Source: an optimization exercise on an open RTL-to-GDS flow (aim: small area and a short achievable clock period). Production flows keep margins and buffers that such runs may drop. The RTL was checked by simulation tests, not by an equivalence proof against the original design.

==> v32 <==
## speedometer
module speedometer(
    input clk,
    input pulse,
    input reset,
    output reg [7:0] out
    );
    function automatic [28:0] add;
        input [27:0] x;
        input [27:0] y;
        input        ci;
        integer i;
        reg cy;
        begin
            cy = ci;
            for (i = 0; i < 28; i = i + 1) begin
                add[i] = x[i] ^ y[i] ^ cy;
                cy = (x[i] & y[i]) | (cy & (x[i] ^ y[i]));
            end
            add[28] = cy;
        end
    endfunction
    reg        hi;       
    reg [27:0] C;        
    reg [7:0]  q;
    reg [23:0] r;
    reg [10:0] a;
    reg [11:0] b;
    reg [4:0]  c;
    reg [7:0]  g;
    wire [28:0] Cn_ = add(C, 28'd0, 1'b1);
    wire [27:0] Cn  = Cn_[27:0];
    wire        ld  = ~|C[27:7] & (C[6:0] < 7'd70);
    wire [28:0] t_  = add({4'd0, r}, ~{16'd0, b}, 1'b1);
    wire        dl  = t_[24];                  
    wire [28:0] qs_ = add({20'd0, q}, ~{17'd0, a}, ~dl);
    wire [28:0] u_  = add({4'd0, C[23:0]}, {16'hffff, t_[11:0]}, 1'b1);
    wire [23:0] rs  = dl ? u_[23:0] : t_[23:0];    
    wire [28:0] x_  = add({16'd0, b}, ~{19'd0, g, 1'b0}, ~dl);
    wire [28:0] x1_ = add({14'd0, x_[13:0]}, {16'd0, Cn[11:0]}, 1'b1);
    wire [28:0] x2_ = add({14'd0, x1_[13:0]}, {16'd0, Cn[11:0]}, 1'b1);
    wire        e0  = ~x_[13];
    wire        e1  = ~x1_[13];
    wire [11:0] bs  = e0 ? x_[11:0] : e1 ? x1_[11:0] : x2_[11:0];
    wire [28:0] as1 = add({17'd0, a}, ~{22'd0, c, 1'b0}, 1'b1);
    wire [28:0] as_ = add(as1[27:0], {{26{1'b1}}, e0 | e1, e0 | ~e1}, 1'b1);
    wire [28:0] c3_ = add({23'd0, c}, {22'd0, c, 1'b0}, 1'b0);    
    wire [28:0] y0_ = add({20'd0, g}, ~{21'd0, c3_[6:0]}, 1'b1);
    wire [28:0] y_  = add(y0_[27:0], {{26{1'b1}}, e0 | e1, e0 | ~e1}, 1'b1);
    wire [28:0] y1_ = add({18'd0, y_[9:0]}, {20'd0, Cn[7:0]}, 1'b1);
    wire [28:0] y2_ = add({18'd0, y1_[9:0]}, 28'd1, 1'b0);      
    wire        k   = y_[9];
    wire [7:0]  gs  = k ? y2_[7:0] : y_[7:0];
    wire [4:0]  cs  = c - {4'd0, k};
    reg [7:0] lut;
    always @* begin
        case (Cn[6:0])
            7'd1: lut = 8'd128;
            7'd2: lut = 8'd64;
  ...
==> module speedometer, before the edit <==
module speedometer(
    input clk,
    input pulse,
    input reset,
    output reg [7:0] out
    );
    function automatic [28:0] add;
        input [27:0] x;
        input [27:0] y;
        input        ci;
        integer i;
        reg cy;
        begin
            cy = ci;
            for (i = 0; i < 28; i = i + 1) begin
                add[i] = x[i] ^ y[i] ^ cy;
                cy = (x[i] & y[i]) | (cy & (x[i] ^ y[i]));
            end
            add[28] = cy;
        end
    endfunction
    reg        hi;       
    reg [27:0] C;        
    reg [7:0]  q;
    reg [23:0] r;
    reg [10:0] a;
    reg [11:0] b;
    reg [4:0]  c;
    reg [7:0]  g;
    wire [28:0] Cn_ = add(C, 28'd0, 1'b1);
    wire [27:0] Cn  = Cn_[27:0];
    wire        ld  = ~|C[27:7] & (C[6:0] < 7'd70);
    wire [28:0] t_  = add({4'd0, r}, ~{16'd0, b}, 1'b1);
    wire        dl  = t_[24];                  
    wire [28:0] qs_ = add({20'd0, q}, ~{17'd0, a}, ~dl);
    wire [28:0] u_  = add({4'd0, C[23:0]}, {16'hffff, t_[11:0]}, 1'b1);
    wire [23:0] rs  = dl ? u_[23:0] : t_[23:0];    
    wire [28:0] x_  = add({16'd0, b}, ~{19'd0, g, 1'b0}, ~dl);
    wire [28:0] x1_ = add({14'd0, x_[13:0]}, {16'd0, Cn[11:0]}, 1'b1);
    wire [28:0] x2_ = add({14'd0, x1_[13:0]}, {16'd0, Cn[11:0]}, 1'b1);
    wire        e0  = ~x_[13];
    wire        e1  = ~x1_[13];
    wire [11:0] bs  = e0 ? x_[11:0] : e1 ? x1_[11:0] : x2_[11:0];
    wire [28:0] as1 = add({17'd0, a}, ~{22'd0, c, 1'b0}, 1'b1);
    wire [28:0] as_ = add(as1[27:0], {{26{1'b1}}, e0 | e1, e0 | ~e1}, 1'b1);
    wire [28:0] c3_ = add({23'd0, c}, {22'd0, c, 1'b0}, 1'b0);    
    wire [28:0] y0_ = add({20'd0, g}, ~{21'd0, c3_[6:0]}, 1'b1);
    wire [28:0] y_  = add(y0_[27:0], {{26{1'b1}}, e0 | e1, e0 | ~e1}, 1'b1);
    wire [28:0] y1_ = add({18'd0, y_[9:0]}, {20'd0, Cn[7:0]}, 1'b1);
    wire [28:0] y2_ = add({18'd0, y1_[9:0]}, 28'd1, 1'b0);      
    wire        k   = y_[9];
    wire [7:0]  gs  = k ? y2_[7:0] : y_[7:0];
    wire [4:0]  cs  = c - {4'd0, k};
    reg [7:0] lut;
    always @* begin
        case (Cn[6:0])
            7'd1: lut = 8'd128;
            7'd2: lut = 8'd64;
            7'd3: lut = 8'd213;
            7'd4: lut = 8'd160;
            7'd5: lut = 8'd128;
            7'd6: lut = 8'd106;
            7'd7: lut = 8'd91;
            7'd8: lut = 8'd208;
            7'd9: lut = 8'd71;
            7'd10: lut = 8'd64;
            7'd11: lut = 8'd34;
            7'd12: lut = 8'd53;
            7'd13: lut = 8'd206;
            7'd14: lut = 8'd45;
            7'd15: lut = 8'd42;
            7'd16: lut = 8'd104;
            7'd17: lut = 8'd203;
            7'd18: lut = 8'd35;
            7'd19: lut = 8'd235;
            7'd20: lut = 8'd32;
            7'd21: lut = 8'd30;
            7'd22: lut = 8'd145;
            7'd23: lut = 8'd94;
            7'd24: lut = 8'd154;
            7'd25: lut = 8'd128;
            7'd26: lut = 8'd103;
            7'd27: lut = 8'd194;
            7'd28: lut = 8'd22;
            7'd29: lut = 8'd251;
            7'd30: lut = 8'd21;
            7'd31: lut = 8'd20;
            7'd32: lut = 8'd180;
            7'd33: lut = 8'd182;
            7'd34: lut = 8'd229;
            7'd35: lut = 8'd18;
            7'd36: lut = 8'd17;
            7'd37: lut = 8'd190;
            7'd38: lut = 8'd245;
            7'd39: lut = 8'd154;
            7'd40: lut = 8'd144;
            7'd41: lut = 8'd190;
            7'd42: lut = 8'd15;
            7'd43: lut = 8'd110;
            7'd44: lut = 8'd200;
            7'd45: lut = 8'd14;
            7'd46: lut = 8'd47;
            7'd47: lut = 8'd29;
            7'd48: lut = 8'd205;
            7'd49: lut = 8'd49;
            7'd50: lut = 8'd64;
            7'd51: lut = 8'd238;
            7'd52: lut = 8'd51;
            7'd53: lut = 8'd7;
            7'd54: lut = 8'd97;
            7'd55: lut = 8'd58;
            7'd56: lut = 8'd139;
            7'd57: lut = 8'd78;
            7'd58: lut = 8'd125;
            7'd59: lut = 8'd19;
            7'd60: lut = 8'd10;
            7'd61: lut = 8'd94;
            7'd62: lut = 8'd10;
            7'd63: lut = 8'd10;
            7'd64: lut = 8'd90;
            7'd65: lut = 8'd246;
            7'd66: lut = 8'd219;
            7'd67: lut = 8'd5;
            7'd68: lut = 8'd114;
            7'd69: lut = 8'd31;
            7'd70: lut = 8'd9;
            default: lut = 8'd0;
        endcase
    end
    always @(posedge clk) begin
        hi <= pulse & ~reset;
        C  <= (pulse & ~reset) ? Cn : 28'd0;
        if (reset)
            out <= 8'd0;
        else if (hi & ~pulse)
            out <= q;
        if (ld) begin
            q <= lut;
            r <= 24'd10;
            a <= 11'd2012;
            b <= 12'd5;
            c <= 5'd27;
            g <= 8'd68;
        end else begin
            q <= qs_[7:0];
            r <= rs;
            a <= as_[10:0];
            b <= bs;
            c <= cs;
            g <= gs;
        end
    end
endmodule
make LEC_CHECK=0 ABC_CLOCK_PERIOD_IN_PS=75000 CAP_MARGIN=20 CORE_MARGIN=2 CORE_UTILIZATION=40 SLEW_MARGIN=20 finish   # period 90.0 ns
run.sh (not shown) runs the stock make flow with config.mk's settings and CLKGATE_MAP_FILE= SYNTH_SCRIPT=/design/flow/synth_recipe.tcl, a recipe that flattens the netlist after the stock synthesis.
==> v27: changes against v32 <==
--- a/flow/design.v
+++ b/flow/design.v
@@ -5,51 +5,32 @@
     output reg [7:0] out
     );
-    function automatic [28:0] add;
-        input [27:0] x;
-        input [27:0] y;
-        input        ci;
-        integer i;
-        reg cy;
-        begin
-            cy = ci;
-            for (i = 0; i < 28; i = i + 1) begin
-                add[i] = x[i] ^ y[i] ^ cy;
-                cy = (x[i] & y[i]) | (cy & (x[i] ^ y[i]));
-            end
-            add[28] = cy;
-        end
-    endfunction
     reg        hi;       
     reg [27:0] C;        
     reg [7:0]  q;
     reg [23:0] r;
-    reg [10:0] a;
+    reg [11:0] a;
     reg [11:0] b;
-    reg [4:0]  c;
+    reg [5:0]  c;
     reg [7:0]  g;
-    wire [28:0] Cn_ = add(C, 28'd0, 1'b1);
-    wire [27:0] Cn  = Cn_[27:0];
-    wire        ld  = ~|C[27:7] & (C[6:0] < 7'd70);
-    wire [28:0] t_  = add({4'd0, r}, ~{16'd0, b}, 1'b1);
-    wire        dl  = t_[24];                  
-    wire [28:0] qs_ = add({20'd0, q}, ~{17'd0, a}, ~dl);
-    wire [28:0] u_  = add({4'd0, C[23:0]}, {16'hffff, t_[11:0]}, 1'b1);
-    wire [23:0] rs  = dl ? u_[23:0] : t_[23:0];    
-    wire [28:0] x_  = add({16'd0, b}, ~{19'd0, g, 1'b0}, ~dl);
-    wire [28:0] x1_ = add({14'd0, x_[13:0]}, {16'd0, Cn[11:0]}, 1'b1);
-    wire [28:0] x2_ = add({14'd0, x1_[13:0]}, {16'd0, Cn[11:0]}, 1'b1);
-    wire        e0  = ~x_[13];
-    wire        e1  = ~x1_[13];
-    wire [11:0] bs  = e0 ? x_[11:0] : e1 ? x1_[11:0] : x2_[11:0];
-    wire [28:0] as1 = add({17'd0, a}, ~{22'd0, c, 1'b0}, 1'b1);
-    wire [28:0] as_ = add(as1[27:0], {{26{1'b1}}, e0 | e1, e0 | ~e1}, 1'b1);
-    wire [28:0] c3_ = add({23'd0, c}, {22'd0, c, 1'b0}, 1'b0);    
-    wire [28:0] y0_ = add({20'd0, g}, ~{21'd0, c3_[6:0]}, 1'b1);
-    wire [28:0] y_  = add(y0_[27:0], {{26{1'b1}}, e0 | e1, e0 | ~e1}, 1'b1);
-    wire [28:0] y1_ = add({18'd0, y_[9:0]}, {20'd0, Cn[7:0]}, 1'b1);
-    wire [28:0] y2_ = add({18'd0, y1_[9:0]}, 28'd1, 1'b0);      
-    wire        k   = y_[9];
-    wire [7:0]  gs  = k ? y2_[7:0] : y_[7:0];
-    wire [4:0]  cs  = c - {4'd0, k};
+    wire [27:0] Cn = C + 28'd1;
+    wire [11:0] Cp2 = Cn[11:0] + 12'd1;
+    wire [7:0]  Cp3 = Cn[7:0] + 8'd2;
+    wire        ld = ~|C[27:6];
+    wire        dl = r < {12'd0, b};
+    wire [7:0]  qs = q - a[7:0] - {7'd0, dl};
+    wire [23:0] t  = r - {12'd0, b};
+    wire [23:0] rs = t + (dl ? Cn[23:0] : 24'd0);
+    wire [13:0] x  = {2'b00, b} - {5'd0, g, 1'b0} - {13'd0, dl};
+    wire [13:0] x1 = x + {2'b00, Cp2};
+    wire [13:0] x2 = x1 + {2'b00, Cp2};
+    wire [1:0]  e  = !x[13] ? 2'd0 : !x1[13] ? 2'd1 : 2'd2;
+    wire [11:0] bs = !x[13] ? x[11:0] : !x1[13] ? x1[11:0] : x2[11:0];
+    wire [11:0] as = a - {5'd0, c, 1'b0} - {10'd0, e};
+    wire [9:0]  y  = {2'b00, g} - {2'd0, c, 1'b0} - {4'd0, c} - {8'd0, e};
+    wire [9:0]  y1 = y + {2'b00, Cp3};
+    wire [9:0]  y2 = y1 + {2'b00, Cp3};
+    wire [1:0]  k  = !y[9] ? 2'd0 : !y1[9] ? 2'd1 : 2'd2;
+    wire [7:0]  gs = !y[9] ? y[7:0] : !y1[9] ? y1[7:0] : y2[7:0];
+    wire [5:0]  cs = c - {4'd0, k};
     reg [7:0] lut;
     always @* begin
@@ -119,10 +100,4 @@
             7'd63: lut = 8'd10;
             7'd64: lut = 8'd90;
-            7'd65: lut = 8'd246;
-            7'd66: lut = 8'd219;
-            7'd67: lut = 8'd5;
-            7'd68: lut = 8'd114;
-            7'd69: lut = 8'd31;
-            7'd70: lut = 8'd9;
             default: lut = 8'd0;
         endcase
@@ -137,13 +112,13 @@
         if (ld) begin
             q <= lut;
-            r <= 24'd10;
-            a <= 11'd2012;
-            b <= 12'd5;
-            c <= 5'd27;
-            g <= 8'd68;
+            r <= 24'd0;
+            a <= 12'd2403;
+            b <= 12'd55;
+            c <= 6'd36;
+            g <= 8'd27;
         end else begin
-            q <= qs_[7:0];
+            q <= qs;
             r <= rs;
-            a <= as_[10:0];
+            a <= as;
             b <= bs;
             c <= cs;
==> v12: changes against v32 <==
==> flow/design.v (replaced) <==
`timescale 1ns / 1ps
module speedometer(
    input clk,
    input pulse,
    input reset,
    output reg [7:0] out
    );
	 reg [27:0] counter;
	 reg [27:0] pulsecounter;
	 reg [29:0] speed;
always @(posedge clk) begin
       if (reset==0) begin
           if (pulse==1) begin
			       counter=counter+1;
					 pulsecounter=counter;
			  end
			  if (pulse==0) begin
			      counter=0;
				   if (pulsecounter==0) begin
					    out=0;
					end
					if(pulsecounter!=0) begin
					    speed=10000000/pulsecounter;
						 out=speed[7:0];
					end
					end
	end	
				if(reset==1) begin
				counter=0;
				pulsecounter=0;
				out=0;
				end
	end
endmodule
==> comparison table <==
item	v27	v32	v12
Library cell occupying the most area in the post-synthesis netlist	dfxtp_1	dfxtp_1	ha_1
Required time at the worst-slack endpoint	90260 ps	90230 ps	90210 ps
Met3 WL	681 um	450 um	12500 um
Post-synthesis share of cell area spent on xor and xnor gates	11.5%	1.71%	9.70%
Startpoint of the tightest hold check path	out[3]	out[2]	out[4]
Wire length of the first global-routing pass	44000 um	26200 um	221000 um
Global routing usage on met3	1.94%	2.28%	4.34%
Post-DR vias/cell	5.35	5.02	6.46
Finished Layout Cells	1712	1041	6155
Register area share after synthesis	19.0%	26.5%	3.86%
Via count of the first global-routing pass	8682	5314	36000
Syn_area_per_cell	7.87 um^2	9.48 um^2	6.80 um^2
Post-synthesis cell type count	80	49	105
Via total after detailed routing	9151	5223	39700
Post-CTS setup buffer count	0	0	2
Slack of the worst reg-to-reg path	80390 ps	73650 ps	19060 ps
Slew HR	41.5%	35.4%	18.3%
Cell with the most instances after synthesis	inv_1	inv_1	nor2_1
Outcome	finished clean	finished clean	finished clean
# rows	60	50	105
Initial drt markers	615	234	4014
Final weighted congestion in routability-driven placement	0.861	0.870	1.02
Gate Count Post-Synth	1382	812	4890

[static timing again, ports no longer ideal]
The flow's constraints put no driver on any port. The routed layouts listed below were extracted and timed again, unchanged, in two steps.
Step 1: set_driving_cell puts a clkbuf_16 on clk and a buf_2 on each other input, an assumption about the parent block.
Step 2 times the ports against the registers' clock, not the clock port: input delays grow and output delays shrink by t, the midpoint of the rising clock arrivals with the driver on.
Three values: ideal ports, drivers, drivers and shift; two values: the first two.
| run | t, ns | slack for setup (ns) | worst hold slack (ns) | latest minus earliest clock arrival (ns) | worst slew at a driven data input, ns |
|---|---|---|---|---|---|
| v32 | 0.396 | 70.746 / 70.711 / 70.331 | 0.489 / 0.489 / 0.489 | 0.011 / 0.010 | 0.08 |
| v27 | 0.412 | 70.398 / 70.416 / 70.004 | 0.497 / 0.497 / 0.497 | 0.021 / 0.021 | 0.03 |
| v12 | 0.387 | 2.984 / 3.010 / 2.623 | 0.455 / 0.455 / 0.455 | 0.014 / 0.014 | 0.03 |
After both steps every run listed still meets setup and hold. For v32, which loses most, drivers alone change the setup slack by -0.035 ns; drivers and shift together by -0.415 ns.
